This design comes from an exercise in tuning for small area on the open sky130 flow, not from production work.
At most, simulation tests tie the RTL to the original design; equivalence was not proved.
Power and IR drop assume default switching activity.

==> flow/design.v (excerpt) <==
module npu (
    input  logic        clk,
    input  logic        rst_ni,
    input  logic        ena,
    input  logic        wea,
    input  logic [15:0] addra,
    input  logic [31:0] dina,
    output logic [31:0] douta
);
    localparam logic [2:0] S_IDLE      = 3'd0;
    localparam logic [2:0] S_CONV1_LD  = 3'd1;
    localparam logic [2:0] S_CONV1_CAL = 3'd2;
    localparam logic [2:0] S_CONV2_LD  = 3'd3;
    localparam logic [2:0] S_CONV2_CAL = 3'd4;
    localparam logic [2:0] S_FCN       = 3'd5;
    localparam logic [2:0] S_FCN_LAST  = 3'd6;
    localparam logic [2:0] S_DONE      = 3'd7;
    wire       rst = ~rst_ni;
    wire [2:0] sel = addra[14:12];
    wire       wr  = ena & wea;
    wire       rd  = ena & ~wea;
    logic [2:0]  state;
    logic        pe_ready, pack_in_valid, done_reg;
    logic        host_trigger, host_next_state, host_pe_clear;
    logic        host_img_clear, host_conv_w_clear, host_pack_clear;
    logic [71:0] img, conv_w;         
    logic [2:0]  img_zero, w_zero;    
    logic        img_shifted, w_shifted;
    logic [1:0]  live01;
    logic [19:0] conv_x;              
    logic        conv_zero;           
    logic [19:0] result_reg;
    logic [7:0]  pack_reg [0:3];
    logic [1:0]  pack_addr;
    logic [31:0] fcn_in_n;            
    logic [23:0] acc [0:2];
    logic [5:0] ctl, ctl_n;
    assign ctl = {host_pack_clear, host_conv_w_clear, host_img_clear,
                  host_pe_clear, host_next_state, host_trigger};
    always_comb begin
        if (rst)                      ctl_n = 6'd0;
        else if (wr && sel == 3'd4)   ctl_n = dina[5:0];
  ...
For scale: roughly 2300 cells after synthesis, roughly 380 flip-flops, ~84 I/O pins, about 28000 µm² of cells after synthesis.
clock: 12.0 ns
lec_check: 0
cap_margin: 20
core_margin: 2
core_utilization: 60
cts_buf_list: sky130_fd_sc_hd__clkbuf_8
cts_cluster_diameter: 80
cts_cluster_size: 16
gpl_timing_driven: 0
place_density: 0.75
slew_margin: 20
synth_hierarchical: 1
standard.sh (not shown) runs the stock make flow with config.mk's settings and CLKGATE_MAP_FILE= SYNTH_SCRIPT=/design/flow/synth_recipe.tcl, a recipe that flattens the netlist after the stock synthesis.
==> flow/flow/run.sh <==
#!/bin/bash
# The standard ORFS layout (standard.sh), with different buffering:
#  - each port gets a sky130_fd_sc_hd__buf_1 buffer instead of buffer_ports' default cell;
#  - the constant-1 inputs of the adder cells share one tie cell per module (no tie fanout repair).
# repair_design, CTS and repair_timing run as in the standard flow.
set -euo pipefail
cp config.mk flow_config.mk
cat >> flow_config.mk <<'CFG'
export BUFFER_PORTS_ARGS = -buffer_cell sky130_fd_sc_hd__buf_1
export REMOVE_ABC_BUFFERS = 1
export SKIP_REPAIR_TIE_FANOUT = 1
CFG
sed "s#DESIGN_CONFIG=[^ ]*#DESIGN_CONFIG=$PWD/flow_config.mk#" standard.sh > flow_standard.sh
bash flow_standard.sh > flow_standard.log 2>&1
Next try:
--- a/flow/design.v
+++ b/flow/design.v
@@ -290,34 +290,24 @@
     input  logic [71:0] di,
     input  logic [71:0] dw,
     input  logic [2:0]  fi,
     input  logic [2:0]  fw,
     input  logic [1:0]  live,
     input  logic        shi,
     input  logic        shw,
     input  logic        ph2,
-    input  logic [19:0] x,
-    output logic [19:0] xr,
     input  logic [27:0] lr0, lr1, lr2,
-    output logic [7:0]  u0, v0, u1, v1, u2, v2,
     output logic [19:0] r
 );
   wire [2:0] lc = ~(fi | fw);    
-  assign u0 = ph2 ? (live[1] ? (shi ? di[23:16] : di[15:8]) : 8'd0) : (lc[2] ? di[23:16] : 8'd0);
-  assign v0 = (ph2 && !shw) ? dw[15:8] : dw[23:16];
-  assign u1 = ph2 ? (live[1] ? (shi ? di[47:40] : di[39:32]) : 8'd0) : (lc[2] ? di[47:40] : 8'd0);
-  assign v1 = (ph2 && !shw) ? dw[39:32] : dw[47:40];
-  assign u2 = ph2 ? (live[0] ? (shi ? di[63:56] : di[55:48]) : 8'd0) : (lc[1] ? di[63:56] : 8'd0);
-  assign v2 = (ph2 && !shw) ? dw[55:48] : dw[63:56];
   wire [7:0] u3 = ph2 ? (live[0] ? (shi ? di[39:32] : di[31:24]) : 8'd0) : (lc[0] ? di[7:0] : 8'd0);
   wire [7:0] v3 = ph2 ? (shw ? dw[39:32] : dw[31:24]) : dw[7:0];
   wire [7:0] u4 = (!ph2 && lc[2]) ? di[71:64] : 8'd0;
   wire [7:0] v4 = dw[71:64];
-  assign xr = ph2 ? x : 20'd918016;
   wire [63:0] p3, p4;
   pp8 u_pp3 (.un(~u3), .vn(~v3), .p(p3));
   pp8 u_pp4 (.un(~u4), .vn(~v4), .p(p4));
   wire d_s1, d_c2, d_s3, d_c4, d_s5, d_c6, d_s7, d_c8, d_s9, d_c10, d_s11, d_c12;
   wire d_s13, d_c14, d_s15, d_c16, d_s17, d_c18, d_s19, d_c20, d_s21, d_c22, d_s23, d_c24;
   wire d_s25, d_c26, d_s27, d_c28, d_s29, d_c30, d_s31, d_c32, d_s33, d_c34, d_s35, d_c36;
   wire d_s37, d_c38, d_s39, d_c40, d_s41, d_c42, d_s43, d_c44, d_s45, d_c46, d_s47, d_c48;
   wire d_s49, d_c50, d_s51, d_c52, d_s53, d_c54, d_s55, d_c56, d_s57, d_c58, d_s59, d_c60;
@@ -636,20 +626,17 @@
             pe_ready_n = 1'b0;
         end
     end
     always_ff @(posedge clk) begin
         state    <= state_n;
         pe_ready <= pe_ready_n;
         {host_pack_clear, host_conv_w_clear, host_img_clear,
          host_pe_clear, host_next_state, host_trigger} <= ctl_n;
-        if (rst)                          pack_in_valid <= 1'b0;
-        else if (state == S_CONV1_LD)     pack_in_valid <= 1'b0;
-        else if (state == S_CONV1_CAL)    pack_in_valid <= 1'b1;
-        else if (state == S_CONV2_LD)     pack_in_valid <= 1'b0;
+        pack_in_valid <= !rst && state == S_CONV1_CAL;
         if (rst)                          done_reg <= 1'b0;
         else if (state == S_DONE)         done_reg <= 1'b1;
     end
     wire ld_img = wr && sel == 3'd1 && !ctl_n[3];
     wire ld_w   = wr && sel == 3'd2 && !ctl_n[4];
     always_ff @(posedge clk) begin
         if (ld_img)
             for (int i = 0; i < 3; i++) begin
@@ -670,28 +657,37 @@
         img_shifted <= ld_img;
         w_shifted   <= ld_w;
         live01      <= ~(img_zero[1:0] | w_zero[1:0]);
     end
     logic take;
     always_ff @(posedge clk)
         take <= (state_n == S_CONV1_LD || state_n == S_CONV2_LD) && ctl_n[0] && !ctl_n[1];
     logic [19:0] dot_r;
-    logic [7:0]  cu [0:2], cv [0:2];      
     logic [27:0] lrow [0:2];              
-    logic [19:0] conv_xr;                 
     conv_dp u_dot (.di(img), .dw(conv_w), .fi(img_zero), .fw(w_zero), .live(live01),
-                   .shi(img_shifted), .shw(w_shifted), .ph2(take), .x(conv_x), .xr(conv_xr),
-                   .lr0(lrow[0]), .lr1(lrow[1]), .lr2(lrow[2]),
-                   .u0(cu[0]), .v0(cv[0]), .u1(cu[1]), .v1(cv[1]), .u2(cu[2]), .v2(cv[2]),
-                   .r(dot_r));
+                   .shi(img_shifted), .shw(w_shifted), .ph2(take),
+                   .lr0(lrow[0]), .lr1(lrow[1]), .lr2(lrow[2]), .r(dot_r));
+    localparam logic [19:0] CONV_K1 = 20'd918016;
+    wire [2:0] col_live = ~(img_zero | w_zero);
+    logic [7:0] cu [0:2], cv [0:2];
+    assign cu[0] = take ? (live01[1] ? (img_shifted ? img[2*8 +: 8] : img[1*8 +: 8]) : 8'd0)
+                        : (col_live[2] ? img[2*8 +: 8] : 8'd0);
+    assign cv[0] = (take && !w_shifted) ? conv_w[1*8 +: 8] : conv_w[2*8 +: 8];
+    assign cu[1] = take ? (live01[1] ? (img_shifted ? img[5*8 +: 8] : img[4*8 +: 8]) : 8'd0)
+                        : (col_live[2] ? img[5*8 +: 8] : 8'd0);
+    assign cv[1] = (take && !w_shifted) ? conv_w[4*8 +: 8] : conv_w[5*8 +: 8];
+    assign cu[2] = take ? (live01[0] ? (img_shifted ? img[7*8 +: 8] : img[6*8 +: 8]) : 8'd0)
+                        : (col_live[1] ? img[7*8 +: 8] : 8'd0);
+    assign cv[2] = (take && !w_shifted) ? conv_w[6*8 +: 8] : conv_w[7*8 +: 8];
+    wire [19:0] conv_xr = take ? conv_x : CONV_K1;
     wire [19:0] conv_val = conv_x;
     always_ff @(posedge clk) begin
         conv_x <= dot_r;
-        if (take) conv_zero <= ~pe_ready;
+        conv_zero <= ~pe_ready;      
         if (rst)
             result_reg <= 20'd0;
         else if (state == S_CONV1_CAL)
             result_reg <= (conv_zero || conv_val[19]) ? 20'd0 : conv_val;
         else if (state == S_CONV2_CAL)
             result_reg <= conv_zero ? 20'd0 : conv_val;
     end
     always_ff @(posedge clk) begin
Result:
- cell area falls by 1.4%
- count of clock-buffer cells in the layout rises by 1
- hold slack is worse by 0.026 ns
- area after synthesis falls by 2.0%
- setup slack is worse by 0.069 ns
- combinational power falls by 16%
- first-iteration DRC count falls by 17%
- routed wire length barely changes
- fmax falls by 0.59%
- via count falls by 2.3%
- critical path depth falls by 1
- global-route usage rises by 0.42 points
Only the layout flow was run in the first run of this note; the RTL was not checked for function there.

-- afterwards: timing with drivers on the ports --
The flow's constraints put no driver on any port. The routed layouts listed below were extracted and timed again, unchanged, in two steps.
Step 1: set_driving_cell puts a clkbuf_16 on clk and a buf_2 on each other input, an assumption about the parent block.
Step 2, shift: input delay + t, output delay - t, t = (earliest + latest rising clock arrival at the registers) / 2. This alone moves slack from input paths to output paths.
a / b / c = ideal ports / drivers / drivers and shift; a / b = the first two.
| run | shift t [ns] | setup slack, ns | slew at the worst register clock pin (ns) | worst slew at a driven data input, ns | cell pins on the clock port's net |
|---|---|---|---|---|---|
| the first run | 0.713 | 0.484 / 0.484 / 0.484 | 0.11 / 0.11 | 0.03 | 1 |
| the second run | 0.708 | 0.415 / 0.415 / 0.415 | 0.12 / 0.12 | 0.04 | 1 |
After both steps setup and hold are still met in every run listed.
